What follows belongs to an exercise in optimizing a design on an open flow for small area, a short achievable clock period and few clock cycles per item; a production flow would make more cautious choices.
In this exercise RTL edits were held to simulation tests only and were not proved equivalent to the original.
Power and IR drop assume default switching activity.

## old
// accumulator_multiplier
module accumulator_multiplier
(
    input logic clock, reset,
    input logic [31:0] multiplicand, multiplier,
    output logic [63:0] out,
    output logic done
);
logic r_neg_0;
logic r_pp_0_0;
logic r_pp_0_1;
logic r_s1;
logic r_s363;
logic r_s603;
logic r_s767;
logic r_s887;
logic r_s959;
logic r_c960;
logic r_s961;
logic r_c962;
logic r_s963;
logic r_c964;
logic r_s965;
logic r_c966;
logic r_s967;
logic r_c968;
logic r_s969;
logic r_c970;
logic r_s971;
logic r_c972;
logic r_s973;
logic r_c974;
logic r_s975;
logic r_c976;
logic r_s977;
logic r_c978;
logic r_s979;
logic r_c980;
logic r_s981;
logic r_c982;
logic r_s983;
logic r_c984;
logic r_s985;
logic r_c986;
logic r_s987;
logic r_c988;
logic r_s989;
logic r_c990;
logic r_s991;
logic r_c992;
logic r_s993;
logic r_c994;
logic r_s995;
logic r_c996;
logic r_s997;
logic r_c998;
logic r_s999;
logic r_c1000;
logic r_s1001;
logic r_c1002;
logic r_s1003;
logic r_c1004;
logic r_s1005;
logic r_c1006;
logic r_s1007;
logic r_c1008;
logic r_s1009;
logic r_c1010;
logic r_s1011;
logic r_c1012;
logic r_s1013;
logic r_c1014;
logic r_s1015;
logic r_c1016;
logic r_s1017;
logic r_c1018;
logic r_s1019;
logic r_c1020;
logic r_s1021;
  ...
For scale: about 2,600 cells after synthesis, ~120 flip-flops.
Settings: LEC_CHECK=0, ABC_AREA=1, CAP_MARGIN=20, CORE_MARGIN=2, CORE_UTILIZATION=55, CTS_BUF_LIST=sky130_fd_sc_hd__clkbuf_4 sky130_fd_sc_hd__clkbuf_8, SETUP_SLACK_MARGIN=1.0, SLEW_MARGIN=20; clock period 6.0 ns.
standard.sh (not shown) runs the stock make flow with config.mk's settings and CLKGATE_MAP_FILE= SYNTH_SCRIPT=/design/flow/synth_recipe.tcl, a recipe that flattens the netlist after the stock synthesis.
==> flow/flow/run.sh <==
#!/bin/bash
# Own layout flow: the standard flow (standard.sh) with two changes.
# 1. Yosys's generic "abc -fast" pre-mapping inside synth is skipped (synth -noabc).
#    It scrambles the full-adder structure of the multiplier tree, so extract_fa then
#    maps the adders with an inverter on nearly every pin. The final ABC mapping and
#    the register set are the standard synthesis's.
# 2. The port buffers are buf_1 cells instead of the slow clkdlybuf4s50_1 that
#    buffer_ports picks by default; every port still gets its buffer.
set -euo pipefail
cd "$(dirname "$0")/.."
sed '1s/-noshare/-noshare -noabc/' synth_recipe.tcl > flow_synth.tcl
sed 's#/synth_recipe\.tcl#/flow_synth.tcl#g' standard.sh > flow_standard.sh
grep -q flow_synth.tcl flow_standard.sh
EXTRA=(BUFFER_PORTS_ARGS="-buffer_cell sky130_fd_sc_hd__buf_1")
bash flow_standard.sh "${EXTRA[@]}" synth > flow_synth.log 2>&1
bash flow_standard.sh "${EXTRA[@]}" finish > flow_layout.log 2>&1
test -s out/final.def
Testbench counts of old, summed over its fixed seeds: cycles 4,800, items 2,400.
Edits applied to the flow inputs when going from old to new:
- clearing CTS_BUF_LIST, which used to be sky130_fd_sc_hd__clkbuf_4 sky130_fd_sc_hd__clkbuf_8
- swapping 55 for 40 in CORE_UTILIZATION
- swapping 1.0 for 0.8 in SETUP_SLACK_MARGIN
==> summary.txt <==
Number of instances resized during post-cts repair down 3 in new wrt old
Compared with old, leakage power figure in new decreased slightly.
Cmp new and old / synthesis-to-finish area growth / lower: old
Between new and old, the difference in power attributed to combinational cells is negligible.
Comparing new and old, the higher setup slack was measured on old.

---

Another version of the RTL of accumulator_multiplier (not shown whole).
Size: about 140 flip-flops, about 130 I/O pins.
export LEC_CHECK = 0
export ABC_AREA = 1
export CAP_MARGIN = 20
export CORE_MARGIN = 2
export CORE_UTILIZATION = 40
export CTS_BUF_LIST = sky130_fd_sc_hd__clkbuf_4 sky130_fd_sc_hd__clkbuf_8
export SETUP_SLACK_MARGIN = 1.3
export SLEW_MARGIN = 20
create_clock -name core_clock -period 6.0 [get_ports {clock}]
Scripts as last shown in full above: flow/flow/run.sh
The starting point completed without violations.
Testbench counts at the start, summed over its fixed seeds: cycles 4,800, items 2,400.
Next try:
- CTS_BUF_LIST: sky130_fd_sc_hd__clkbuf_4 sky130_fd_sc_hd__clkbuf_8 -> not set
- SETUP_SLACK_MARGIN: 1.3 -> 1.2
Design area is lower slightly.
Worst setup slack improves by 0.10 ns.
Clock-buffer cell count does not change.
Non-clock buffer count is lower by 16.
Global-route usage is lower by 0.75 points.
Critical path depth is lower by 8.
Die area is unchanged.
Next try:
- SETUP_SLACK_MARGIN: 1.2 -> 1.4
Result:
- core utilization climbs by 1.7 points
- final area climbs by 3.9%
- synthesized cell count is unchanged
- total power climbs by 5.0%
- routed wire length climbs by 6.5%
- critical path depth climbs by 2
- clock-buffer cell count climbs by 1
- cell count climbs by 0.76%
- die area does not change
Next try:
- CORE_UTILIZATION: 40 -> 70
- SETUP_SLACK_MARGIN: 1.4 -> 1.3
After rerunning: Area after synthesis stays the same; clock-buffer cell count does not change; hold slack is worse by 0.0035 ns; clock power came out higher by about 4%; routed wire length came out lower by about 5%; via count came out higher by 2.8%; worst setup slack is worse by 0.058 ns; total power came out lower by about 3.3%; utilization came out higher by 31 points; synthesized cell count stays the same.

---

Another version of the RTL of accumulator_multiplier (not shown whole).
Size in the first run: ~2600 cells after synthesis, roughly 130 flip-flops, about 26000 µm² of cells after synthesis.
export LEC_CHECK = 0
export ABC_AREA = 1
export CAP_MARGIN = 20
export CORE_MARGIN = 2
export CORE_UTILIZATION = 65
export SETUP_SLACK_MARGIN = 1.0
export SLEW_MARGIN = 20
create_clock -name core_clock -period 6.0 [get_ports {clock}]
==> flow/flow/run.sh <==
#!/bin/bash
# Own layout flow: the standard flow (standard.sh) with two changes.
# 1. Yosys's generic "abc -fast" pre-mapping inside synth is skipped (synth -noabc).
#    It scrambles the full-adder structure of the multiplier tree, so extract_fa then
#    maps the adders with an inverter on nearly every pin. The final ABC mapping and
#    the register set are the standard synthesis's.
# 2. The port buffers are buf_2 cells instead of the slow clkdlybuf4s50_1 that
#    buffer_ports picks by default; every port still gets its buffer.
set -euo pipefail
cd "$(dirname "$0")/.."
sed '1s/-noshare/-noshare -noabc/' synth_recipe.tcl > flow_synth.tcl
sed 's#/synth_recipe\.tcl#/flow_synth.tcl#g' standard.sh > flow_standard.sh
grep -q flow_synth.tcl flow_standard.sh
EXTRA=(BUFFER_PORTS_ARGS="-buffer_cell sky130_fd_sc_hd__buf_2")
bash flow_standard.sh "${EXTRA[@]}" synth > flow_synth.log 2>&1
bash flow_standard.sh "${EXTRA[@]}" finish > flow_layout.log 2>&1
test -s out/final.def
The starting point passed the timing, DRC and antenna checks.
Testbench counts at the start, summed over its fixed seeds: cycles 4,800, items 2,400.
Change:
CORE_UTILIZATION = 40   (was 65)
SLEW_MARGIN = 70   (was 20)
What happened: The new run completed without violations. Power went down by 3.1%. Worst hold slack degrades by 0.0033 ns. Synthesized cell count is unchanged. Clock power went down by about 3%. Core utilization went down by 26 points. Design area went up by about 2%. Die area went up by 61%.
Change:
SETUP_SLACK_MARGIN = 2.0   (was 1.0)
SLEW_MARGIN = 20   (was 70)
Effect:
- power came out higher by about a fifth
- final cell count came out higher by a few percent
- sequential power came out higher by a few percent
- via count came out higher by a few percent
- wire length came out higher by roughly a tenth
Change:
--- a/flow/flow/run.sh
+++ b/flow/flow/run.sh
@@ -5,5 +5,5 @@
 #    maps the adders with an inverter on nearly every pin. The final ABC mapping and
 #    the register set are the standard synthesis's.
-# 2. The port buffers are buf_2 cells instead of the slow clkdlybuf4s50_1 that
+# 2. The port buffers are buf_1 cells instead of the slow clkdlybuf4s50_1 that
 #    buffer_ports picks by default; every port still gets its buffer.
 set -euo pipefail
@@ -12,5 +12,5 @@
 sed 's#/synth_recipe\.tcl#/flow_synth.tcl#g' standard.sh > flow_standard.sh
 grep -q flow_synth.tcl flow_standard.sh
-EXTRA=(BUFFER_PORTS_ARGS="-buffer_cell sky130_fd_sc_hd__buf_2")
+EXTRA=(BUFFER_PORTS_ARGS="-buffer_cell sky130_fd_sc_hd__buf_1")
 bash flow_standard.sh "${EXTRA[@]}" synth > flow_synth.log 2>&1
 bash flow_standard.sh "${EXTRA[@]}" finish > flow_layout.log 2>&1
SETUP_SLACK_MARGIN = 1.0   (was 2.0)
Wire length came out lower by 8.9%.
Cell area went down by 18%.
Area after synthesis is unchanged.
Global-route usage went down by 2.0 points.
Fmax fell by 5.0%.
Clock power decreases by about 7%.
Die area is unchanged.
Clock-buffer cell count decreases by 1.
Critical path depth is unchanged.

---

accumulator_multiplier with an RTL version that a note above also has.
For scale: roughly 2600 cells after synthesis, about 140 flip-flops, about 130 I/O pins, about 0.026 mm2 of cells after synthesis.
export LEC_CHECK = 0
export ABC_AREA = 1
export CAP_MARGIN = 20
export CORE_MARGIN = 2
export CORE_UTILIZATION = 60
export SETUP_SLACK_MARGIN = 1.45
export SLEW_MARGIN = 20
create_clock -name core_clock -period 6.0 [get_ports {clock}]
==> flow/flow/run.sh <==
#!/bin/bash
# Own layout flow: the standard flow (standard.sh) with two changes.
# 1. Yosys's generic "abc -fast" pre-mapping inside synth is skipped (synth -noabc).
#    It scrambles the full-adder structure of the multiplier tree, so extract_fa then
#    maps the adders with an inverter on nearly every pin. The final ABC mapping and
#    the register set are the standard synthesis's.
# 2. The port buffers are buf_1 cells instead of the slow clkdlybuf4s50_1 that
#    buffer_ports picks by default; every port still gets its buffer.
set -euo pipefail
cd "$(dirname "$0")/.."
sed '1s/-noshare/-noshare -noabc/' synth_recipe.tcl > flow_synth.tcl
sed 's#/synth_recipe\.tcl#/flow_synth.tcl#g' standard.sh > flow_standard.sh
grep -q flow_synth.tcl flow_standard.sh
EXTRA=(BUFFER_PORTS_ARGS="-buffer_cell sky130_fd_sc_hd__buf_1")
bash flow_standard.sh "${EXTRA[@]}" synth > flow_synth.log 2>&1
bash flow_standard.sh "${EXTRA[@]}" finish > flow_layout.log 2>&1
test -s out/final.def
The first run finished clean.
Testbench counts at the start, summed over its fixed seeds: cycles 4,800, items 2,400.
Change:
Settings changed: SETUP_SLACK_MARGIN 1.45 to 1.3.
Global-route usage came out lower by 0.84 points.
Design area came out lower by 2.3%.
Die area does not change.
Total power came out lower by 4.8%.
Count of clock-buffer cells in the layout came out lower by 1.
Worst setup slack loses 66 ps.
Maximum frequency came out lower by 1.4%.
Routed wire length came out lower by 3.2%.

-- separate check: timing with driven ports --
In the flow no input, the clock included, has a driving cell. The finished layouts below were timed again as built, in two steps.
Step 1 (the two cells are an assumption about what drives the block):
set clk [get_ports {clock}]
set_driving_cell -lib_cell sky130_fd_sc_hd__clkbuf_16 $clk
set_driving_cell -lib_cell sky130_fd_sc_hd__buf_2 [delete_from_list [all_inputs] $clk]
Step 2 times the ports against the registers' clock, not the clock port: input delays grow and output delays shrink by t, the midpoint of the rising clock arrivals with the driver on.
Slacks: ideal / step 1 / step 2; pairs: ideal / step 1.
run | t, ns | setup WS [ns] | worst setup path after step 2 | latest minus earliest clock arrival (ns) | slew at the worst register clock pin (ns)
old | 0.633 | 1.039 / 1.028 / 0.395 | input to register | 0.022 / 0.022 | 0.09 / 0.09
new | 0.562 | 0.833 / 0.840 / 0.278 | input to register | 0.028 / 0.028 | 0.07 / 0.07
the first run of note 2 | 0.619 | 1.133 / 1.080 / 0.762 | input to register | 0.031 / 0.031 | 0.11 / 0.11
the second run of note 2 | 0.554 | 1.236 / 1.254 / 0.699 | input to register | 0.029 / 0.029 | 0.09 / 0.09
the third run of note 2 | 0.557 | 1.395 / 1.336 / 0.878 | input to register | 0.023 / 0.023 | 0.07 / 0.07
the fourth run of note 2 | 0.528 | 1.337 / 1.327 / 0.817 | input to register | 0.013 / 0.013 | 0.07 / 0.07
the first run of note 3 | 0.567 | 1.019 / 1.018 / 0.452 | input to register | 0.017 / 0.017 | 0.07 / 0.07
the second run of note 3 | 0.551 | 1.086 / 1.009 / 0.458 | input to register | 0.018 / 0.018 | 0.07 / 0.07
the third run of note 3 | 0.554 | 1.324 / 1.327 / 0.772 | input to register | 0.018 / 0.019 | 0.07 / 0.07
the fourth run of note 3 | 0.562 | 1.080 / 0.951 / 0.389 | input to register | 0.014 / 0.014 | 0.07 / 0.07
the first run of note 4 | 0.546 | 1.425 / 1.366 / 0.876 | input to register | 0.017 / 0.017 | 0.07 / 0.07
the second run of note 4 | 0.552 | 1.360 / 1.299 / 0.804 | input to register | 0.014 / 0.014 | 0.06 / 0.06
After both steps setup and hold are still met in every run listed. The setup slack of the fourth run of note 3, which loses most, moves by -0.129 ns with the drivers and by -0.691 ns with both steps.
